This design comes from an exercise in tuning for small area on the open sky130 flow, not from production work. At most, simulation tests tie the RTL to the original design; equivalence was not proved. The flow treats the clock pin as an ideal source. Dropping or thinning the clock tree relies on that and would not hold on a real chip. Power and IR drop assume default switching activity.

==> flow/design.v <==
`timescale 1ns / 1ps
module recieve(
input rxd,
input clk,
input ce,
input rst,
output reg [7:0] word,
output word_on_line);
reg [7:0] shift;
reg [3:0] state;
assign word_on_line = (state == 4'd15);
always @(posedge clk)
    if (ce)
        begin
            if (rst)
                state <= 4'd11;
            else if (state[3] == 1'b0)
                state <= state + 4'd1;
            else if (state == 4'd8)
                state <= rxd ? 4'd15 : 4'd8;
            else
                state <= rxd ? 4'd11 : 4'd0;
        end
always @(posedge clk)
    if (ce && state[3] == 1'b0)
        shift <= {rxd, shift[7:1]};
always @(posedge clk)
    if (ce)
        begin
            if (rst)
                word <= 8'd0;
            else if (state == 4'd8 && rxd)
                word <= shift;
        end
endmodule
`timescale 1ns / 1ps
module transmit(
input clk,
input ce,
input rst,
input connection_status,
output transmit_ready,
output last_step,
output start_bit,
output data_bit,
output [2:0] bit_index
);
reg [4:0] state;
assign transmit_ready = (state == 5'd4);
assign last_step = (state == 5'd28);
assign start_bit = (state == 5'd7);
assign data_bit = (state[4:3] == 2'b01);
assign bit_index = state[2:0];
always @(posedge clk)
    if (ce)
        begin
            if (rst || !connection_status || last_step)
                state <= 5'd4;
            else
                state <= state + 5'd1;
        end
endmodule
`timescale 1ns / 1ps
module echo_mode(
input clk,
input ce,
input rst,
input SW,
input rxd,
output txd,
output [7:0] word
);
reg connection_status;
reg [9:0] counter;
reg [7:0] data;
wire word_on_line;
wire transmit_ready;
wire start_bit;
wire data_bit;
wire [2:0] bit_index;
recieve rx (
    .rxd(rxd),
    .clk(clk),
    .ce(ce),
    .rst(rst),
    .word(word),
    .word_on_line(word_on_line)
);
transmit tx (
    .clk(clk),
    .ce(ce),
    .rst(rst),
    .connection_status(connection_status),
    .transmit_ready(transmit_ready),
    .last_step(),
    .start_bit(start_bit),
    .data_bit(data_bit),
    .bit_index(bit_index)
);
assign txd = !(start_bit || (data_bit && !data[bit_index]));
always @(posedge clk)
    if (ce && transmit_ready && connection_status)
        data <= word;
always @(posedge clk)
    if (ce)
        begin
            if (rst)
                connection_status <= 1'b0;
            else if (!SW)
                begin
                    if (word_on_line)
                        connection_status <= 1'b1;
                    else if (transmit_ready && counter[9:1] != 9'd0)
                        connection_status <= 1'b0;
                end
        end
always @(posedge clk)
    if (ce && !rst && !SW)
        counter <= word_on_line ? 10'd1 : {counter[8:0], counter[9] ^ counter[6] ^ (counter[8:0] == 9'd0)};
endmodule
`timescale 1ns / 1ps
module message_mode(
input clk,
input ce,
input rst,
input SW,
output txd
);
reg [9:0] hi;
wire p = (hi[9:5] == 5'd0);                 
reg [3:0] lo;
reg adv;
wire at_end = (hi == 10'b1000001101) && (lo == 4'd4);    
wire connection_status = p && (lo != 4'd0) && (lo != 4'd12) && (lo != 4'd8);    
wire transmit_ready = !p || (hi[4:0] == 5'd4);
wire last_step = (hi[4:0] == 5'd28);        
wire start_bit = (hi[4:0] == 5'd7);
wire data_bit = (hi[4:3] == 2'b01);
wire step = SW && (transmit_ready || at_end);
wire carry = step && (lo == 4'd8);         
reg rom;
always @*
    case ({lo, hi[2:0]})
        7'b0001011: rom = 1'b1;
        7'b0001101: rom = 1'b1;
        7'b0001110: rom = 1'b1;
        7'b0010000: rom = 1'b1;
        7'b0010010: rom = 1'b1;
        7'b0010101: rom = 1'b1;
        7'b0010110: rom = 1'b1;
        7'b0011010: rom = 1'b1;
        7'b0011011: rom = 1'b1;
        7'b0011101: rom = 1'b1;
        7'b0011110: rom = 1'b1;
        7'b0100000: rom = 1'b1;
        7'b0100001: rom = 1'b1;
        7'b0100010: rom = 1'b1;
        7'b0100011: rom = 1'b1;
        7'b0100101: rom = 1'b1;
        7'b0100110: rom = 1'b1;
        7'b0101010: rom = 1'b1;
        7'b0101011: rom = 1'b1;
        7'b0101101: rom = 1'b1;
        7'b0101110: rom = 1'b1;
        7'b0110000: rom = 1'b1;
        7'b0110001: rom = 1'b1;
        7'b0110010: rom = 1'b1;
        7'b0110011: rom = 1'b1;
        7'b0110101: rom = 1'b1;
        7'b0110110: rom = 1'b1;
        7'b0111010: rom = 1'b1;
        7'b0111101: rom = 1'b1;
        7'b0111110: rom = 1'b1;
        7'b1001001: rom = 1'b1;
        7'b1001100: rom = 1'b1;
        7'b1001101: rom = 1'b1;
        7'b1001110: rom = 1'b1;
        7'b1010000: rom = 1'b1;
        7'b1010001: rom = 1'b1;
        7'b1010010: rom = 1'b1;
        7'b1010100: rom = 1'b1;
        7'b1010101: rom = 1'b1;
        7'b1010110: rom = 1'b1;
        7'b1011010: rom = 1'b1;
        7'b1011011: rom = 1'b1;
        7'b1011101: rom = 1'b1;
        7'b1011110: rom = 1'b1;
        7'b1101101: rom = 1'b1;
        7'b1111000: rom = 1'b1;
        7'b1111101: rom = 1'b1;
        default: rom = 1'b0;
    endcase
assign txd = !(p && (start_bit || (data_bit && !rom)));
always @(posedge clk)
    if (ce && transmit_ready && connection_status)
        adv <= SW;
reg [3:0] lo_next;
always @*
    case (lo)
        4'd0: lo_next = 4'd1;
        4'd1: lo_next = 4'd2;
        4'd2: lo_next = 4'd5;
        4'd3: lo_next = 4'd7;
        4'd4: lo_next = 4'd9;
        4'd5: lo_next = 4'd11;
        4'd6: lo_next = 4'd13;
        4'd7: lo_next = 4'd15;
        4'd8: lo_next = 4'd0;
        4'd9: lo_next = 4'd3;
        4'd10: lo_next = 4'd4;
        4'd11: lo_next = 4'd6;
        4'd12: lo_next = 4'd8;
        4'd13: lo_next = 4'd10;
        4'd14: lo_next = 4'd12;
        4'd15: lo_next = 4'd14;
    endcase
wire load_defer = transmit_ready && connection_status && (lo != 4'd14);    
always @(posedge clk)
    if (ce)
        begin
            if (rst)
                lo <= (SW && transmit_ready) ? 4'd1 : 4'd0;
            else if (SW && at_end)
                lo <= 4'd0;
            else if ((SW && transmit_ready && !load_defer) || (connection_status && last_step && adv))
                lo <= lo_next;
        end
always @(posedge clk)
    if (ce)
        begin
            if (rst || (SW && at_end))
                hi[4:0] <= 5'd4;
            else if (carry)
                hi[4:0] <= hi[4:0] + 5'd1;
            else if (p)
                hi[4:0] <= (!connection_status || last_step) ? 5'd4 : hi[4:0] + 5'd1;
        end
always @(posedge clk)
    if (ce)
        begin
            if (rst || (SW && at_end))
                hi[9:5] <= 5'd0;
            else if (carry && (p || hi[4:0] == 5'd31))
                hi[9:5] <= {hi[8:5], ~(hi[9] ^ hi[7])};
        end
endmodule
`timescale 1ns / 1ps
module controller(
input clk,
input SW,
input rst,
input rxd,
output reg txd,
output [7:0] LD
);
reg [6:0] div;
wire tick = (div == 7'b1110001);
wire txd_1;
wire txd_2;
always @(posedge clk)
    if (rst)
        div <= 7'b1110001;
    else
        div <= {div[5:0], div[6] ^ div[5] ^ tick};
echo_mode echo(
    .clk(clk),
    .ce(tick),
    .rst(rst),
    .SW(SW),
    .rxd(rxd),
    .word(LD),
    .txd(txd_1)
);
message_mode msg(
    .clk(clk),
    .ce(tick),
    .rst(rst),
    .SW(SW),
    .txd(txd_2)
);
always @(posedge clk)
    if (rst)
        txd <= 1'b1;
    else
        txd <= SW ? txd_2 : txd_1;
endmodule
clock: 10.0 ns
lec_check: 0
abc_area: 1
cap_margin: 20
core_margin: 2
core_utilization: 65
slew_margin: 20
standard.sh (not shown) runs the stock make flow with config.mk's settings and CLKGATE_MAP_FILE= SYNTH_SCRIPT=/design/flow/synth_recipe.tcl, a recipe that flattens the netlist after the stock synthesis.
==> flow/flow/run.sh <==
#!/bin/bash
# The standard layout (standard.sh) with three changes:
#  - synthesis is the standard flow's script unchanged except that ABC maps the logic with
#    flow/abc_area.script (area-oriented mapping, no buffering or upsizing)
#    and no half/full adder cells are extracted before it (ABC maps them);
#  - the clock tree is built by flow/pre_cts.tcl (a root buffer and six
#    leaf buffers at the centres of k-means clusters of the flip-flops) in
#    place of clock_tree_synthesis;
#  - port buffers are buf_1 cells.
# Each tool's output is in the ORFS logs under orfs/logs; make's is in standard.log.
set -euo pipefail
here=$(pwd)
{
  echo 'proc abc {args} {'
  echo '  set i [lsearch -exact $args -script]'
  echo '  if { $i >= 0 } { lset args [expr {$i + 1}] '"$here"'/flow/abc_area.script }'
  echo '  set j [lsearch -exact $args -D]'
  echo '  if { $j >= 0 } { set args [lreplace $args $j [expr {$j + 1}]] }'
  echo '  yosys abc {*}$args'
  echo '}'
  echo 'proc extract_fa {args} {}'
  cat synth_recipe.tcl
} > my_synth.tcl
sed "s#SYNTH_SCRIPT=[^ ]*#SYNTH_SCRIPT=$here/my_synth.tcl#" standard.sh > my_standard.sh
grep -q "SYNTH_SCRIPT=$here/my_synth.tcl" my_standard.sh
export CTS_ARGS="-sink_clustering_enable -repair_clock_nets -dont_use_dummy_load"
export PRE_CTS_TCL="$here/flow/pre_cts.tcl"
export BUFFER_PORTS_ARGS="-buffer_cell sky130_fd_sc_hd__buf_1"
bash my_standard.sh > standard.log 2>&1
Other scripts of this flow, unchanged in this note and not shown: flow/flow/abc_area.script, flow/flow/pre_cts.tcl
The baseline produced a clean layout.
Then changed:
--- a/flow/design.v
+++ b/flow/design.v
@@ -5,24 +5,24 @@
 input ce,
 input rst,
 output reg [7:0] word,
 output word_on_line);
 reg [7:0] shift;
 reg [3:0] state;
-assign word_on_line = (state == 4'd15);
-always @(posedge clk)
-    if (ce)
-        begin
-            if (rst)
-                state <= 4'd11;
+assign word_on_line = (state == 4'd9);
+always @(posedge clk)
+    if (ce)
+        begin
+            if (rst)
+                state <= 4'd15;
             else if (state[3] == 1'b0)
                 state <= state + 4'd1;
             else if (state == 4'd8)
-                state <= rxd ? 4'd15 : 4'd8;
+                state <= rxd ? 4'd9 : 4'd8;
             else
-                state <= rxd ? 4'd11 : 4'd0;
+                state <= rxd ? 4'd15 : 4'd0;
         end
 always @(posedge clk)
     if (ce && state[3] == 1'b0)
         shift <= {rxd, shift[7:1]};
 always @(posedge clk)
     if (ce)
@@ -123,17 +123,17 @@
 input clk,
 input ce,
 input rst,
 input SW,
 output txd
 );
+reg p;
 reg [9:0] hi;
-wire p = (hi[9:5] == 5'd0);                 
 reg [3:0] lo;
 reg adv;
-wire at_end = (hi == 10'b1000001101) && (lo == 4'd4);    
+wire at_end = !p && (hi == 10'b1000010111) && (lo == 4'd4);    
 wire connection_status = p && (lo != 4'd0) && (lo != 4'd12) && (lo != 4'd8);    
 wire transmit_ready = !p || (hi[4:0] == 5'd4);
 wire last_step = (hi[4:0] == 5'd28);        
 wire start_bit = (hi[4:0] == 5'd7);
 wire data_bit = (hi[4:3] == 2'b01);
 wire step = SW && (transmit_ready || at_end);
@@ -226,25 +226,28 @@
                 lo <= lo_next;
         end
 always @(posedge clk)
     if (ce)
         begin
             if (rst || (SW && at_end))
-                hi[4:0] <= 5'd4;
+                begin
+                    p <= 1'b1;
+                    hi <= 10'd4;
+                end
             else if (carry)
-                hi[4:0] <= hi[4:0] + 5'd1;
+                begin
+                    p <= 1'b0;
+                    hi <= {hi[8:0], ~(hi[9] ^ hi[6])};
+                end
             else if (p)
-                hi[4:0] <= (!connection_status || last_step) ? 5'd4 : hi[4:0] + 5'd1;
-        end
-always @(posedge clk)
-    if (ce)
-        begin
-            if (rst || (SW && at_end))
-                hi[9:5] <= 5'd0;
-            else if (carry && (p || hi[4:0] == 5'd31))
-                hi[9:5] <= {hi[8:5], ~(hi[9] ^ hi[7])};
+                begin
+                    if (!connection_status || last_step)
+                        hi[4:0] <= 5'd4;
+                    else
+                        hi[4:0] <= hi[4:0] + 5'd1;
+                end
         end
 endmodule
 `timescale 1ns / 1ps
 module controller(
 input clk,
 input SW,
- worst setup slack improved by 0.076 ns
- total power rose by about 1.6%
- cell count climbs by 0.34%
- wire length drops by about 1.5%
- utilization rose by 0.21 points
- worst hold slack gains 0.0050 ns
- sequential power increases by about 2%
- critical path depth stays the same
- flip-flop and latch count goes up by 1
- maximum frequency goes up by about 2%
- clock power is about the same
- combinational power rose by 13%
- cell area came out higher by 1.7%
In every run of this note, the design's own scripts or RTL, not TritonCTS, make the clock network.

* * *

## v6
controller, a different RTL version from the one above (not shown whole).
Size: ~230 cells after synthesis, ~66 flip-flops, about 13 I/O pins, ~2900 um^2 of cells after synthesis.
==> module recieve, before the edit <==
module recieve(
input rxd,
input clk,
input ce,
input rst,
output reg [7:0] word,
output word_on_line);
reg [7:0] shift;
reg [3:0] state;
assign word_on_line = (state == 4'd15);
always @(posedge clk)
    if (ce)
        begin
            if (rst)
                state <= 4'd11;
            else if (state[3] == 1'b0)
                state <= state + 4'd1;
            else if (state == 4'd8)
                state <= rxd ? 4'd15 : 4'd8;
            else
                state <= rxd ? 4'd11 : 4'd0;
        end
always @(posedge clk)
    if (ce && state[3] == 1'b0)
        shift <= {rxd, shift[7:1]};
always @(posedge clk)
    if (ce)
        begin
            if (rst)
                word <= 8'd0;
            else if (state == 4'd8 && rxd)
                word <= shift;
        end
endmodule
clock: 10.0 ns
lec_check: 0
abc_area: 1
cap_margin: 20
core_margin: 2
core_utilization: 65
slew_margin: 20
Scripts as last shown in full above: flow/flow/run.sh
Other scripts of this flow, unchanged in this note and not shown: flow/flow/abc_area.script, flow/flow/pre_cts.tcl
## Diff of input files: v7 against v6
--- a/flow/design.v
+++ b/flow/design.v
@@ -2,39 +2,37 @@
 module recieve(
 input rxd,
 input clk,
 input ce,
 input rst,
 output reg [7:0] word,
-output word_on_line);
-reg [7:0] shift;
-reg [3:0] state;
-assign word_on_line = (state == 4'd15);
+output reg word_on_line);
+reg [8:0] shift;
+wire idle = (shift == 9'd0);
+wire full = shift[0];            
 always @(posedge clk)
     if (ce)
         begin
             if (rst)
-                state <= 4'd11;
-            else if (state[3] == 1'b0)
-                state <= state + 4'd1;
-            else if (state == 4'd8)
-                state <= rxd ? 4'd15 : 4'd8;
-            else
-                state <= rxd ? 4'd11 : 4'd0;
-        end
-always @(posedge clk)
-    if (ce && state[3] == 1'b0)
-        shift <= {rxd, shift[7:1]};
-always @(posedge clk)
-    if (ce)
-        begin
-            if (rst)
-                word <= 8'd0;
-            else if (state == 4'd8 && rxd)
-                word <= shift;
-        end
+                shift <= 9'd0;
+            else if (idle)
+                begin
+                    if (!rxd)
+                        shift <= 9'b100000000;
+                end
+            else if (!full)
+                shift <= {rxd, shift[8:1]};
+            else if (rxd)
+                shift <= 9'd0;
+        end
+always @(posedge clk)
+    if (ce)
+        word_on_line <= !rst && full && rxd;
+always @(posedge clk)
+    if (ce && (rst || (full && rxd)))
+        word <= shift[8:1];
 endmodule
 `timescale 1ns / 1ps
 module transmit(
 input clk,
 input ce,
 input rst,
--- outcome ---
For the worst path setup slack after routing, v7 came in 0.16 ns lower than v6 did. v7: vertical die dimension is about 1.5% lower than what v6 reported. Relative to v6, maximum resistive drop on vdd has increased by about 10% in v7. Looking at via count, v7 sits below v6. In the reports for v7 and v6, the larger post-synthesis compound-gate area fraction belongs to v6. The lower relative contribution of sequential cells to total power came out of v7. v7 and v6 ended up with roughly the same proportion of synthesized chip area in sequential cells. The final total power in v7 was lower than what v6 gave. v7: non-filler instance count after layout lower than v6. Looking only at number of flops mapped to enable cells by yosys, and setting everything else aside, the lower value of v7 and v6 goes to v7. On v7: count of mapped cells out of synthesis is 9 lower than what v6 gave. v7 vs v6: simple-gate share of the synthesized area up.
In every run of this note, the design's own scripts or RTL, not TritonCTS, make the clock network.

* * *

job 104:
controller, a different RTL version from the one above (not shown whole).
For scale: about 370 cells after synthesis, about 72 flip-flops, roughly 0.0036 sq mm of cells after synthesis.
==> module echo_mode, before the edit <==
module echo_mode(
input clk,
input ce,
input rst,
input SW,
input rxd,
output txd,
output [7:0] word
);
reg connection_status;
reg [9:0] counter;
reg [7:0] data;
wire word_on_line;
wire transmit_ready;
wire start_bit;
wire data_bit;
wire [2:0] bit_index;
recieve rx (
    .rxd(rxd),
    .clk(clk),
    .ce(ce),
    .rst(rst),
    .word(word),
    .word_on_line(word_on_line)
);
transmit tx (
    .clk(clk),
    .ce(ce),
    .rst(rst),
    .connection_status(connection_status),
    .transmit_ready(transmit_ready),
    .start_bit(start_bit),
    .data_bit(data_bit),
    .bit_index(bit_index)
);
assign txd = !(start_bit || (data_bit && !data[bit_index]));
always @(posedge clk)
    if (ce && transmit_ready && connection_status)
        data <= word;
always @(posedge clk)
    if (ce)
        begin
            if (rst)
                connection_status <= 1'b0;
            else if (!SW)
                begin
                    if (word_on_line)
                        connection_status <= 1'b1;
                    else if (transmit_ready && counter[9:1] != 9'd0)
                        connection_status <= 1'b0;
                end
        end
always @(posedge clk)
    if (ce && !rst && !SW)
        counter <= word_on_line ? 10'd1 : {counter[8:0], counter[9] ^ counter[6] ^ (counter[8:0] == 9'd0)};
endmodule
==> module message_mode, before the edit <==
module message_mode(
input clk,
input ce,
input rst,
input SW,
output txd
);
reg [9:0] hi;
reg [3:0] lo;
reg adv;
wire transmit_ready;
wire start_bit;
wire data_bit;
wire [2:0] bit_index;
wire at_end = (hi == 10'b1111010000) && (lo == 4'd8);      
wire connection_status = (hi == 10'd0) && (lo != 4'd0) && (lo <= 4'd13);
wire step = SW && (transmit_ready || at_end);
transmit tx (
    .clk(clk),
    .ce(ce),
    .rst(rst),
    .connection_status(connection_status),
    .transmit_ready(transmit_ready),
    .start_bit(start_bit),
    .data_bit(data_bit),
    .bit_index(bit_index)
);
reg [7:0] ch;
always @*
    case (lo - {3'd0, adv})
        4'd1:  ch = "h";
        4'd2:  ch = "e";
        4'd3:  ch = "l";
        4'd4:  ch = "l";
        4'd5:  ch = "o";
        4'd6:  ch = " ";
        4'd7:  ch = "w";
        4'd8:  ch = "o";
        4'd9:  ch = "r";
        4'd10: ch = "l";
        4'd11: ch = "d";
        4'd12: ch = "!";
        default: ch = 8'd0;
    endcase
assign txd = !(start_bit || (data_bit && !ch[bit_index]));
always @(posedge clk)
    if (ce && transmit_ready && connection_status)
        adv <= SW;
always @(posedge clk)
    if (ce)
        begin
            if (rst)
                lo <= (SW && transmit_ready) ? 4'd1 : 4'd0;
            else if (step)
                lo <= at_end ? 4'd0 : lo + 4'd1;
        end
always @(posedge clk)
    if (ce)
        begin
            if (rst)
                hi <= 10'd0;
            else if (step && (lo == 4'd15 || at_end))
                hi <= at_end ? 10'd0 : {hi[8:0], ~(hi[9] ^ hi[6])};
        end
endmodule
==> module controller, before the edit <==
module controller(
input clk,
input SW,
input rst,
input rxd,
output reg txd,
output [7:0] LD
);
reg [6:0] div;
wire tick = (div == 7'b1110001);
wire txd_1;
wire txd_2;
always @(posedge clk)
    if (rst)
        div <= 7'b1110001;
    else
        div <= {div[5:0], div[6] ^ div[5] ^ tick};
echo_mode echo(
    .clk(clk),
    .ce(tick),
    .rst(rst),
    .SW(SW),
    .rxd(rxd),
    .word(LD),
    .txd(txd_1)
);
message_mode msg(
    .clk(clk),
    .ce(tick),
    .rst(rst),
    .SW(SW),
    .txd(txd_2)
);
always @(posedge clk)
    if (rst)
        txd <= 1'b1;
    else
        txd <= SW ? txd_2 : txd_1;
endmodule
Settings: LEC_CHECK=0, ABC_AREA=1, CAP_MARGIN=20, CORE_MARGIN=2, CORE_UTILIZATION=40, SLEW_MARGIN=20; clock period 10.0 ns.
run.sh (not shown) runs the stock make flow with config.mk's settings and CLKGATE_MAP_FILE= SYNTH_SCRIPT=/design/flow/synth_recipe.tcl, a recipe that flattens the netlist after the stock synthesis.
Stock flow here: none of the scripts above is used.
Both conditions hold for job 104: the flow ran to the end and the final layout passed the timing, design-rule and antenna checks.
## Diff of input files: job 105 against job 104
==> flow/design.v, changed modules only <==
module echo_mode(
input clk,
input ce,
input rst,
input SW,
input rxd,
output txd,
output [7:0] word
);
reg connection_status;
reg [9:0] counter;       
reg [7:0] data;
wire word_on_line;
wire transmit_ready;
wire start_bit;
wire data_bit;
wire [2:0] bit_index;
recieve rx (
    .rxd(rxd),
    .clk(clk),
    .ce(ce),
    .rst(rst),
    .word(word),
    .word_on_line(word_on_line)
);
transmit tx (
    .clk(clk),
    .ce(ce),
    .rst(rst),
    .connection_status(connection_status),
    .transmit_ready(transmit_ready),
    .start_bit(start_bit),
    .data_bit(data_bit),
    .bit_index(bit_index)
);
assign txd = !(start_bit || (data_bit && !data[bit_index]));
always @(posedge clk)
    if (ce && transmit_ready && connection_status)
        data <= word;
always @(posedge clk)
    if (ce)
        begin
            if (rst)
                connection_status <= 1'b0;
            else if (!SW)
                begin
                    if (word_on_line)
                        connection_status <= 1'b1;
                    else if (transmit_ready && counter[9:1] != 9'd0)
                        connection_status <= 1'b0;
                end
        end
always @(posedge clk)
    if (ce && !rst && !SW)
        counter <= word_on_line ? 10'd1 : counter + 10'd1;
endmodule
module message_mode(
input clk,
input ce,
input rst,
input SW,
output txd
);
reg [13:0] counter;
reg adv;
wire transmit_ready;
wire start_bit;
wire data_bit;
wire [2:0] bit_index;
wire connection_status = (counter != 14'd0) && (counter <= 14'd13);
transmit tx (
    .clk(clk),
    .ce(ce),
    .rst(rst),
    .connection_status(connection_status),
    .transmit_ready(transmit_ready),
    .start_bit(start_bit),
    .data_bit(data_bit),
    .bit_index(bit_index)
);
reg [7:0] ch;
always @*
    case (counter[3:0] - {3'd0, adv})
        4'd1:  ch = "h";
        4'd2:  ch = "e";
        4'd3:  ch = "l";
        4'd4:  ch = "l";
        4'd5:  ch = "o";
        4'd6:  ch = " ";
        4'd7:  ch = "w";
        4'd8:  ch = "o";
        4'd9:  ch = "r";
        4'd10: ch = "l";
        4'd11: ch = "d";
        4'd12: ch = "!";
        default: ch = 8'd0;
    endcase
assign txd = !(start_bit || (data_bit && !ch[bit_index]));
always @(posedge clk)
    if (ce && transmit_ready && connection_status)
        adv <= SW;
always @(posedge clk)
    if (ce)
        begin
            if (rst)
                counter <= (SW && transmit_ready) ? 14'd1 : 14'd0;
            else if (SW)
                begin
                    if (counter == 14'd15000)
                        counter <= 14'd0;
                    else if (transmit_ready)
                        counter <= counter + 14'd1;
                end
        end
endmodule
module controller(
input clk,
input SW,
input rst,
input rxd,
output reg txd,
output [7:0] LD
);
reg [6:0] div;
wire tick = div[6] & div[5] & div[1] & div[0];    
wire txd_1;
wire txd_2;
always @(posedge clk)
    if (rst || tick)
        div <= rst ? 7'd99 : 7'd0;
    else
        div <= div + 7'd1;
echo_mode echo(
    .clk(clk),
    .ce(tick),
    .rst(rst),
    .SW(SW),
    .rxd(rxd),
    .word(LD),
    .txd(txd_1)
);
message_mode msg(
    .clk(clk),
    .ce(tick),
    .rst(rst),
    .SW(SW),
    .txd(txd_2)
);
always @(posedge clk)
    if (rst)
        txd <= 1'b1;
    else
        txd <= SW ? txd_2 : txd_1;
endmodule
Notes after the runs:
Worst hold-check slack in job 105 is 0.0049 ns higher than in job 104
Clock-buffer cell count was lower in the run labelled job 105.
Higher length of routed met2 wiring goes to job 104 over job 105.
The met1 routing resource usage after global routing in job 105 was higher than what job 104 gave.
Job 105 vs. job 104: global-route usage went up by 1.3 points.
No functional check of the RTL was part of job 104.

what the ideal ports hide:
Ports are ideal in the flow. The routed layouts listed here were re-timed in OpenROAD. Step 1 assumes that a clkbuf_16 drives the clock port and a buf_2 every other input. Step 2, shift: input delay + t, output delay - t, t = (earliest + latest rising clock arrival at the registers) / 2. This alone moves slack from input paths to output paths. Three values: no drivers, after step 1, after step 2; two values: the first two.
| run | shift t [ns] | setup WS [ns] | latest minus earliest clock arrival (ns) | worst register clock-pin slew, ns | pins driven straight from the clock port |
|---|---|---|---|---|---|
| the first run of note 1 | 0.404 | 5.994 / 5.997 / 5.593 | 0.040 / 0.041 | 0.09 / 0.09 | 1 |
| the second run of note 1 | 0.392 | 6.071 / 6.070 / 5.678 | 0.026 / 0.026 | 0.08 / 0.08 | 1 |
| v6 | 0.397 | 6.388 / 6.385 / 5.989 | 0.017 / 0.017 | 0.08 / 0.08 | 1 |
| v7 | 0.401 | 6.228 / 6.230 / 5.829 | 0.026 / 0.026 | 0.09 / 0.09 | 1 |
| job 104 | 0.366 | 5.657 / 5.652 / 5.286 | 0.008 / 0.008 | 0.08 / 0.08 | 1 |
| job 105 | 0.366 | 6.006 / 6.011 / 5.645 | 0.017 / 0.017 | 0.09 / 0.09 | 1 |
After both steps setup and hold are still met in every run listed. For the first run of note 1, which loses most, drivers alone change the setup slack by +0.003 ns; drivers and shift together by -0.401 ns.
